This is an optimization exercise on Yosys and OpenROAD, whose aim is small area, a short achievable clock period and few clock cycles per item, not a production implementation.
In this exercise RTL edits were held to simulation tests only and were not proved equivalent to the original.
Power is estimated from default activity; no workload was simulated.

## build 75
==> module cbrt, before the edit <==
module cbrt (
	input [7 : 0] b,
	output [2 : 0] g
);
    assign g = (b >= 8'd217) ? 3'd7 :
               (b >= 8'd216) ? 3'd6 :
               (b >= 8'd125) ? 3'd5 :
               (b >= 8'd64)  ? 3'd4 :
               (b >= 8'd27)  ? 3'd3 :
               (b >= 8'd8)   ? 3'd2 :
               (b != 8'd0)   ? 3'd1 : 3'd0;
endmodule
==> module main, before the edit <==
module main(
	input rst_i,
	input clk_i,
	input [7 : 0] a_in,
	input [7 : 0] b_in,
	output busy_out,
	output [15 : 0] y_out
);
    wire [2:0] g;
    cbrt cbrt1(.b(b_in), .g(g));
    wire [9:0] t = {2'b00, a_in} + {1'b0, a_in, 1'b0};     
    wire [4:0] s = {1'b0, t[3:0]} + {1'b0, g, 1'b0};        
    reg [5:0] q;
    reg e;
    reg [3:0] lo;
    always @(posedge clk_i)
        if (rst_i) begin
            q <= t[9:4];
            e <= s[4];
            lo <= s[3:0];
        end
    assign busy_out = 1'b0;
    assign y_out = {6'd0, q + {5'd0, e}, lo};
endmodule
Settings: LEC_CHECK=0, CAP_MARGIN=20, CORE_AREA=2.5 2.5 59.5 59.5, DIE_AREA=0 0 62 62, SLEW_MARGIN=20; clock period 5.0 ns.
standard.sh (not shown) runs the stock make flow with config.mk's settings and CLKGATE_MAP_FILE= SYNTH_SCRIPT=/design/flow/synth_recipe.tcl, a recipe that flattens the netlist after the stock synthesis.
==> flow/flow/run.sh <==
#!/bin/bash
# Own flow: the standard layout (standard.sh) with two changes:
#  - synthesis runs flow/synth.tcl: ORFS's synthesis with the same passes and
#    register names, but without full-adder extraction and with ABC mapping by
#    flow/abc.script;
#  - the port buffers are the smallest buffer (buf_1).
# Each step's full log is in orfs/logs/; make's output is in standard.log.
set -euo pipefail
here=$(pwd)
export MY_ABC_SCRIPT=$here/flow/abc.script
bash standard.sh "SYNTH_SCRIPT=$here/flow/synth.tcl" \
  "BUFFER_PORTS_ARGS=-buffer_cell sky130_fd_sc_hd__buf_1" finish > standard.log 2>&1
==> flow/flow/abc.script <==
strash; dch; map -D 1200; topo; buffer -c; upsize -D 1200 -c; dnsize -D 1200 -c
==> flow/flow/synth.tcl <==
# ORFS synthesis as synth_recipe.tcl runs it, but with extract_fa skipped and
# abc given the script named by MY_ABC_SCRIPT.
proc synth {args} { yosys synth -nofsm -noshare {*}$args }
proc extract_fa {args} { puts "extract_fa: skipped by my_synth.tcl" }
proc abc {args} {
  set i [lsearch -exact $args -script]
  if {$i >= 0} { lset args [expr {$i + 1}] $::env(MY_ABC_SCRIPT) }
  puts "abc (my_synth.tcl): $args"
  yosys abc {*}$args
}
source $::env(SCRIPTS_DIR)/synth.tcl
# left out here: clear keep_hierarchy, flatten, clean up, hide names made inside functions, write 1_2_yosys.v
Testbench counts of build 75, summed over its fixed seeds: cycles 2,400, items 2,400.
Here is what was changed in the inputs of build 97 compared with build 75.
==> flow/design.v <==
`timescale 1ns / 1ps
module mult;
endmodule
`timescale 1ns / 1ps
module cbrt (
	input [7 : 0] a_bi,
	output [2 : 0] y_bo
);
    assign y_bo = (a_bi >= 8'd217) ? 3'd7 :
                  (a_bi >= 8'd216) ? 3'd6 :
                  (a_bi >= 8'd125) ? 3'd5 :
                  (a_bi >= 8'd64)  ? 3'd4 :
                  (a_bi >= 8'd27)  ? 3'd3 :
                  (a_bi >= 8'd8)   ? 3'd2 :
                  (a_bi != 8'd0)   ? 3'd1 : 3'd0;
endmodule
`timescale 1ns / 1ps
module main(
	input rst_i,
	input clk_i,
	input [7 : 0] a_in,
	input [7 : 0] b_in,
	output busy_out,
	output [15 : 0] y_out
);
    wire [2:0] g;
    wire [9:0] y_next;
    reg  [9:0] y;
    cbrt cbrt1(.a_bi(b_in), .y_bo(g));
    assign y_next = {2'b00, a_in} + {1'b0, a_in, 1'b0} + {6'd0, g, 1'b0};
    always @(posedge clk_i)
        if (rst_i)
            y <= y_next;
    assign busy_out = 1'b0;
    assign y_out = {6'd0, y};
endmodule
Findings:
[compare] base=build 75 new=build 97: global-route usage increased 0.81 points; static leakage increased about 12%; synthesized area increased 10%. Total of fill cells in the finished design in build 97 is 7 below build 75. Against build 75 as the reference, build 97 delivers a higher post-route minimum period. Internal power (higher): build 75. The power consumption in build 97 sits about 0.4% above the value recorded for build 75. Compared with build 75, build 97 shows a lower number of sinks handled by clock tree synthesis. Looking only at highest cell delay on the worst timing path, and setting everything else aside, the lower value of build 97 and build 75 goes to build 97. Of build 97 and build 75, the lower synthesis-to-finish area growth belongs to build 97. In the flow results for build 97 and build 75, the fraction of standard cell area in multi-input logic is larger on build 97. Comparing build 97 and build 75, the higher sequential share of layout area is on build 75.
Testbench counts of build 97, summed over its fixed seeds: cycles 2,400, items 2,400.

## afterwards: timing with drivers on the ports
How much do the figures lean on ideal ports? The routed layouts below were timed once more, with nothing changed but the port constraints.
Step 1 sets driving cells, clkbuf_16 on the clock port and buf_2 on the other inputs (assumed; they add their load-dependent delay and slew).
Step 2 adds t to the input delays and takes it off the output delays; t is the mean of the earliest and latest rising clock arrival at the registers after step 1. Input paths then give back, and output paths get back, about the clock's delay inside the block.
Slacks: no drivers / after step 1 / after step 2; pairs: no drivers / after step 1.
| run | shift t [ns] | setup slack, ns | worst setup path after step 2 | worst data-port slew with drivers (ns) |
|---|---|---|---|---|
| build 75 | 0.277 | 2.642 / 2.620 / 2.493 | input to register | 0.04 |
| build 97 | 0.271 | 2.464 / 2.458 / 2.187 | input to register | 0.03 |
After both steps every run listed still meets setup and hold. The setup slack of build 97, which loses most, moves by -0.006 ns with the drivers and by -0.277 ns with both steps.
